This is an optimization exercise on Yosys and OpenROAD, whose aim is small area, a short achievable clock period and few clock cycles per item, not a production implementation.

==> flow/design.v <==
`timescale 1ns / 1ps
module fuzzylogicspeedcontroller(
    input clk,
    input rst,
    input start,
    input [7:0] R,
    input [7:0] C,
    output ready,
    output reg done,
    output reg [7:0] pw
    );
assign ready = 1'b1;
function lt6(input [5:0] x, input [5:0] y);    
  integer n; reg r;
  begin
    r = 1'b0;
    for (n = 0; n < 6; n = n + 1)
      r = x[n] ? (y[n] ? r : 1'b0) : (y[n] ? 1'b1 : r);
    lt6 = r;
  end
endfunction
function [5:0] min6(input [5:0] x, input [5:0] y);
  min6 = lt6(x, y) ? x : y;
endfunction
function [5:0] max6(input [5:0] x, input [5:0] y);
  max6 = lt6(x, y) ? y : x;
endfunction
reg v0;
reg [4:0] Elo0, Ehi0;
always @(posedge clk) begin
  if (rst) v0 <= 1'b0; else v0 <= start;
  Elo0 <= {1'b0, R[3:0]} + {1'b0, ~C[3:0]};
  Ehi0 <= {1'b0, R[7:4]} + {1'b0, ~C[7:4]};
end
wire [8:0] Ec = {Ehi0 + {4'b0, Elo0[4]}, Elo0[3:0]};
reg [8:0] kE;
reg v1;
reg [8:0] E1, de1;
always @(posedge clk) begin
  if (rst) begin v1 <= 1'b0; kE <= 9'd255; end
  else begin v1 <= v0; if (v0) kE <= {Ec[8], ~Ec[7:0]}; end
  E1 <= Ec; de1 <= Ec + kE;
end
wire eg158 = E1 >= 158, eg190 = E1 >= 190, eg213 = E1 >= 213, eg245 = E1 >= 245;
wire eg265 = E1 >= 265, eg297 = E1 >= 297, eg320 = E1 >= 320, eg352 = E1 >= 352;
wire [1:0] ei = eg320 ? 2'd3 : eg265 ? 2'd2 : eg213 ? 2'd1 : 2'd0;
wire eramp = (eg158 & ~eg190) | (eg213 & ~eg245) | (eg265 & ~eg297) | (eg320 & ~eg352);
reg [4:0] te, tb;
always @(*) begin
  case (ei)
    2'd0: begin te = E1[4:0] + 5'd2;  tb = te; end           
    2'd1: begin te = E1[4:0] + 5'd11; tb = E1[4:0] + 5'd14; end   
    2'd2: begin te = E1[4:0] + 5'd23; tb = te; end           
    default: begin te = E1[4:0]; tb = te; end                
  endcase
end
wire [5:0] ea = eramp ? {~te, 1'b1} : {6{~eg158}};
wire [5:0] eb = eramp ? {tb, 1'b0} : {6{eg158}};
wire eab = eramp ? (ei == 2'd1 ? (te <= 5'd14) | (te == 5'd29) | (te == 5'd30) : ~te[4]) : ~eg158;    
wire dg218 = de1 >= 218, dg250 = de1 >= 250, dg251 = de1 >= 251, dg261 = de1 >= 261;
wire dg266 = de1 >= 266, dg292 = de1 >= 292, dg293 = de1 >= 293;
wire dj = dg261;
wire [4:0] td = de1[4:0] + (dg261 ? 5'd28 : 5'd6);      
wire rc = (dg218 & ~dg251) | (dg266 & ~dg293);          
wire rd = (dg218 & ~dg250) | (dg261 & ~dg292);          
wire [5:0] dc = rc ? {~td, 1'b1} : {6{~dg218}};
wire [5:0] dd = rd ? {td, 1'b0} : {6{dg218}};
wire dcs = dg218 & (((dg218 & ~dg250) | (dg266 & ~dg292)) ? td[4] : 1'b1);
reg v2;
reg [2:0] cs2;
reg [5:0] a2, b2, c2, d2;
reg ab2, cds2;
always @(posedge clk) begin
  if (rst) v2 <= 1'b0; else v2 <= v1;
  cs2 <= {ei, dj}; a2 <= ea; b2 <= eb; c2 <= dc; d2 <= dd;
  ab2 <= eab; cds2 <= dcs;
end
localparam [2:0] SA = 3'd0, SB = 3'd1, SC = 3'd2, SD = 3'd3, SZ = 3'd4;
wire ac = lt6(a2, c2), ad = lt6(a2, d2), bc = lt6(b2, c2), bd = lt6(b2, d2);
wire [2:0] mac = ac ? SA : SC;                   
wire [2:0] mad = ad ? SA : SD;                   
wire [2:0] mbc = bc ? SB : SC;                   
wire [2:0] mbd = bd ? SB : SD;                   
wire [2:0] macd = cds2 ? mad : mac;              
wire [2:0] mbcd = cds2 ? mbd : mbc;              
wire [2:0] xB = ad ? (bc ? (ab2 ? SA : SB) : (ac ? SC : SA))
                   : (bc ? (bd ? SD : SB) : (cds2 ? SD : SC));
wire [2:0] xA = cds2 ? xB : (ab2 ? mac : mbc);   
wire [2:0] xC = cds2 ? (ab2 ? mad : mbd) : xB;   
reg [1:0] base;
reg [2:0] s0, s1, s2;
always @(*) begin
  case (cs2)
    3'b000: begin base = 0; s0 = xA;   s1 = mbd;  s2 = SZ;   end
    3'b001: begin base = 0; s0 = macd; s1 = mbcd; s2 = SZ;   end
    3'b010: begin base = 0; s0 = mac;  s1 = xB;   s2 = mbd;  end
    3'b011: begin base = 1; s0 = macd; s1 = mbc;  s2 = mbd;  end
    3'b100: begin base = 1; s0 = mac;  s1 = mad;  s2 = mbcd; end
    3'b101: begin base = 2; s0 = mac;  s1 = xB;   s2 = mbd;  end
    3'b110: begin base = 3; s0 = macd; s1 = mbcd; s2 = SZ;   end
    default: begin base = 3; s0 = mac; s1 = xC;   s2 = SZ;   end
  endcase
end
function [5:0] pick(input [2:0] s, input [5:0] a, input [5:0] b, input [5:0] c, input [5:0] d);
  pick = s[2] ? 6'd0 : s[1] ? (s[0] ? d : c) : (s[0] ? b : a);
endfunction
wire [5:0] l0 = pick(s0, a2, b2, c2, d2);
wire [5:0] l1 = pick(s1, a2, b2, c2, d2);
wire [5:0] l2 = pick(s2, a2, b2, c2, d2);
reg v3;
reg [1:0] base3;
reg [5:0] L0, L1, L2;
always @(posedge clk) begin
  if (rst) v3 <= 1'b0; else v3 <= v2;
  base3 <= base; L0 <= l0; L1 <= l1; L2 <= l2;
end
function [29:0] csa15(input [14:0] x, input [14:0] y, input [14:0] z);
  csa15 = {(x & y) | (x & z) | (y & z), x ^ y ^ z};
endfunction
wire [14:0] x0 = {7'b0, L0[5:1], {3{L0[0]}}};
wire [14:0] x1 = {7'b0, L1[5:1], {3{L1[0]}}};
wire [14:0] x2 = {7'b0, L2[5:1], {3{L2[0]}}};
wire [14:0] xu = (base3 == 1) ? x1 : x0;
wire [14:0] xw = (base3 == 2) ? x1 : x2;
wire [29:0] k1 = csa15(x1 << 5, x2 << 6, x1 << 1);
wire [29:0] k2 = csa15(x2 << 2, xu, xw);
wire [29:0] k3 = csa15(k1[14:0], k1[29:15] << 1, k2[14:0]);
wire [29:0] k4 = csa15(k3[14:0], k3[29:15] << 1, k2[29:15] << 1);
reg v4;
reg [1:0] base4;
reg [14:0] ns4, nc4;
reg [9:0] den4;
always @(posedge clk) begin
  if (rst) v4 <= 1'b0; else v4 <= v3;
  base4 <= base3; ns4 <= k4[14:0]; nc4 <= k4[29:15] << 1;
  den4 <= x0[9:0] + x1[9:0] + x2[9:0];
end
function [33:0] csa17(input [16:0] x, input [16:0] y, input [16:0] z);
  csa17 = {(x & y) | (x & z) | (y & z), x ^ y ^ z};
endfunction
wire [33:0] k5 = csa17({2'b0, ns4}, {2'b0, nc4}, ~{1'b0, den4, 6'b0});
wire [16:0] t5 = k5[16:0] + {k5[32:17], 1'b1};
function [10:0] nrstep(input [10:0] p, input nb, input [9:0] den);
  reg [11:0] t;
  begin
    t = {p, nb} + ({2'b0, den} ^ {12{~p[10]}}) + {11'b0, ~p[10]};
    nrstep = t[10:0];
  end
endfunction
reg v5, v6, v7, v8, v9, v10;
reg [1:0] base5, base6, base7, base8, base9, base10;
reg [9:0] den5, den6, den7, den8, den9, den10;
reg [10:0] p5, p6, p7, p8, p9, p10;
reg [5:0] n5; reg [4:0] n6; reg [3:0] n7; reg [2:0] n8; reg [1:0] n9; reg n10;
reg [0:0] q6_; reg [1:0] q7_; reg [2:0] q8_; reg [3:0] q9_; reg [4:0] q10_;
wire [10:0] p11 = nrstep(p10, n10, den10);
always @(posedge clk) begin
  if (rst) begin v5 <= 0; v6 <= 0; v7 <= 0; v8 <= 0; v9 <= 0; v10 <= 0; end
  else begin v5 <= v4; v6 <= v5; v7 <= v6; v8 <= v7; v9 <= v8; v10 <= v9; end
  base5 <= base4; base6 <= base5; base7 <= base6; base8 <= base7; base9 <= base8; base10 <= base9;
  den5 <= den4; den6 <= den5; den7 <= den6; den8 <= den7; den9 <= den8; den10 <= den9;
  p5 <= t5[16:6];                 n5 <= t5[5:0];
  p6 <= nrstep(p5, n5[5], den5);  n6 <= n5[4:0];  q6_ <= ~p5[10];
  p7 <= nrstep(p6, n6[4], den6);  n7 <= n6[3:0];  q7_ <= {q6_, ~p6[10]};
  p8 <= nrstep(p7, n7[3], den7);  n8 <= n7[2:0];  q8_ <= {q7_, ~p7[10]};
  p9 <= nrstep(p8, n8[2], den8);  n9 <= n8[1:0];  q9_ <= {q8_, ~p8[10]};
  p10 <= nrstep(p9, n9[1], den9); n10 <= n9[0];   q10_ <= {q9_, ~p9[10]};
end
reg [7:0] wb;
always @(*) begin
  case (base10)
    2'd0: wb = 119;
    2'd1: wb = 153;
    2'd2: wb = 187;
    default: wb = 221;
  endcase
end
wire [7:0] pre = wb + {q10_, ~p10[10], 1'b0};
wire [7:0] pre1 = pre + 8'd1;
always @(posedge clk) begin
  if (rst) begin done <= 1'b0; pw <= 8'd0; end
  else begin
    done <= v10;
    if (v10) pw <= p11[10] ? pre : pre1;
  end
end
endmodule
export LEC_CHECK = 0
export CAP_MARGIN = 20
export CORE_MARGIN = 2
export CORE_UTILIZATION = 65
export CTS_BUF_LIST = sky130_fd_sc_hd__clkbuf_8
export CTS_CLUSTER_DIAMETER = 100
export CTS_CLUSTER_SIZE = 15
export PLACE_DENSITY = 0.75
export SLEW_MARGIN = 20
create_clock -name core_clock -period 10.0 [get_ports {clk}]
standard.sh (not shown) runs the stock make flow with config.mk's settings and CLKGATE_MAP_FILE= SYNTH_SCRIPT=/design/flow/synth_recipe.tcl, a recipe that flattens the netlist after the stock synthesis.
==> flow/flow/run.sh <==
#!/bin/bash
# Layout: the standard ORFS flow (standard.sh), with two changes to how the
# layout is made (the clock period, SDC and design are unchanged):
#  - the ports get buf_4 buffers instead of the flow's default (a slow delay buffer);
#  - repair_timing works to a larger setup margin, so it sizes the gates for a
#    shorter achieved period.
set -euo pipefail
sed 's|"\${@:-finish}"|SETUP_SLACK_MARGIN=7.0 "BUFFER_PORTS_ARGS=-buffer_cell sky130_fd_sc_hd__buf_4" "\${@:-finish}"|' standard.sh > standard_tight.sh
bash standard_tight.sh > make.log 2>&1
The starting point went through all stages and came out clean.
Rerun with:
--- a/flow/design.v
+++ b/flow/design.v
@@ -23,26 +23,24 @@
   min6 = lt6(x, y) ? x : y;
 endfunction
 function [5:0] max6(input [5:0] x, input [5:0] y);
   max6 = lt6(x, y) ? y : x;
 endfunction
 reg v0;
-reg [4:0] Elo0, Ehi0;
+reg [8:0] E0;
 always @(posedge clk) begin
   if (rst) v0 <= 1'b0; else v0 <= start;
-  Elo0 <= {1'b0, R[3:0]} + {1'b0, ~C[3:0]};
-  Ehi0 <= {1'b0, R[7:4]} + {1'b0, ~C[7:4]};
+  E0 <= {1'b0, R} + {1'b0, ~C};
 end
-wire [8:0] Ec = {Ehi0 + {4'b0, Elo0[4]}, Elo0[3:0]};
 reg [8:0] kE;
 reg v1;
 reg [8:0] E1, de1;
 always @(posedge clk) begin
   if (rst) begin v1 <= 1'b0; kE <= 9'd255; end
-  else begin v1 <= v0; if (v0) kE <= {Ec[8], ~Ec[7:0]}; end
-  E1 <= Ec; de1 <= Ec + kE;
+  else begin v1 <= v0; if (v0) kE <= {E0[8], ~E0[7:0]}; end
+  E1 <= E0; de1 <= E0 + kE;
 end
 wire eg158 = E1 >= 158, eg190 = E1 >= 190, eg213 = E1 >= 213, eg245 = E1 >= 245;
 wire eg265 = E1 >= 265, eg297 = E1 >= 297, eg320 = E1 >= 320, eg352 = E1 >= 352;
 wire [1:0] ei = eg320 ? 2'd3 : eg265 ? 2'd2 : eg213 ? 2'd1 : 2'd0;
 wire eramp = (eg158 & ~eg190) | (eg213 & ~eg245) | (eg265 & ~eg297) | (eg320 & ~eg352);
 reg [4:0] te, tb;
@@ -144,44 +142,43 @@
   reg [11:0] t;
   begin
     t = {p, nb} + ({2'b0, den} ^ {12{~p[10]}}) + {11'b0, ~p[10]};
     nrstep = t[10:0];
   end
 endfunction
-reg v5, v6, v7, v8, v9, v10;
-reg [1:0] base5, base6, base7, base8, base9, base10;
+reg v5, v6, v7, v8, v9, v10, v11;
+reg [1:0] base5, base6, base7, base8, base9, base10, base11;
 reg [9:0] den5, den6, den7, den8, den9, den10;
 reg [10:0] p5, p6, p7, p8, p9, p10;
 reg [5:0] n5; reg [4:0] n6; reg [3:0] n7; reg [2:0] n8; reg [1:0] n9; reg n10;
-reg [0:0] q6_; reg [1:0] q7_; reg [2:0] q8_; reg [3:0] q9_; reg [4:0] q10_;
+reg [0:0] q6_; reg [1:0] q7_; reg [2:0] q8_; reg [3:0] q9_; reg [4:0] q10_; reg [6:0] q11_;
 wire [10:0] p11 = nrstep(p10, n10, den10);
 always @(posedge clk) begin
-  if (rst) begin v5 <= 0; v6 <= 0; v7 <= 0; v8 <= 0; v9 <= 0; v10 <= 0; end
-  else begin v5 <= v4; v6 <= v5; v7 <= v6; v8 <= v7; v9 <= v8; v10 <= v9; end
-  base5 <= base4; base6 <= base5; base7 <= base6; base8 <= base7; base9 <= base8; base10 <= base9;
+  if (rst) begin v5 <= 0; v6 <= 0; v7 <= 0; v8 <= 0; v9 <= 0; v10 <= 0; v11 <= 0; end
+  else begin v5 <= v4; v6 <= v5; v7 <= v6; v8 <= v7; v9 <= v8; v10 <= v9; v11 <= v10; end
+  base5 <= base4; base6 <= base5; base7 <= base6; base8 <= base7; base9 <= base8; base10 <= base9; base11 <= base10;
   den5 <= den4; den6 <= den5; den7 <= den6; den8 <= den7; den9 <= den8; den10 <= den9;
   p5 <= t5[16:6];                 n5 <= t5[5:0];
   p6 <= nrstep(p5, n5[5], den5);  n6 <= n5[4:0];  q6_ <= ~p5[10];
   p7 <= nrstep(p6, n6[4], den6);  n7 <= n6[3:0];  q7_ <= {q6_, ~p6[10]};
   p8 <= nrstep(p7, n7[3], den7);  n8 <= n7[2:0];  q8_ <= {q7_, ~p7[10]};
   p9 <= nrstep(p8, n8[2], den8);  n9 <= n8[1:0];  q9_ <= {q8_, ~p8[10]};
   p10 <= nrstep(p9, n9[1], den9); n10 <= n9[0];   q10_ <= {q9_, ~p9[10]};
+  q11_ <= {q10_, ~p10[10], ~p11[10]};
 end
 reg [7:0] wb;
 always @(*) begin
-  case (base10)
+  case (base11)
     2'd0: wb = 119;
     2'd1: wb = 153;
     2'd2: wb = 187;
     default: wb = 221;
   endcase
 end
-wire [7:0] pre = wb + {q10_, ~p10[10], 1'b0};
-wire [7:0] pre1 = pre + 8'd1;
 always @(posedge clk) begin
   if (rst) begin done <= 1'b0; pw <= 8'd0; end
   else begin
-    done <= v10;
-    if (v10) pw <= p11[10] ? pre : pre1;
+    done <= v11;
+    if (v11) pw <= wb + {1'b0, q11_};
   end
 end
 endmodule
What happened:
- first-iteration DRC count came out lower by a few percent
- worst setup slack is about the same
- synthesized cell count came out lower slightly
- area after synthesis came out lower slightly
- die area came out lower slightly
- core utilization came out higher by 0.24 points
- non-clock buffer count came out higher by 4
Function was not checked in any run of this note: the RTL went through the layout flow alone.

-- afterwards: timing with drivers on the ports --
The results above use ideal ports. As a check the final layouts listed here were re-extracted and re-timed, cells and wires unchanged. Step 1 assumes that a clkbuf_16 drives the clock port and a buf_2 every other input. Step 2 moves the port delays by t, midway between the first and last clock arrival at a register: inputs arrive t later, outputs are due t later. That takes back most of the time a late clock gives input paths. Slacks: no drivers / after step 1 / after step 2; pairs: no drivers / after step 1.
run | t (ns) | setup WS [ns] | worst setup path at the end | worst register clock-pin slew, ns
the first run | 0.606 | 6.989 / 6.941 / 6.873 | input to register | 0.10 / 0.10
the second run | 0.579 | 6.990 / 6.961 / 6.407 | input to register | 0.10 / 0.10
After both steps setup and hold are still met in every run listed. For the second run, which loses most, drivers alone change the setup slack by -0.029 ns; drivers and shift together by -0.583 ns.
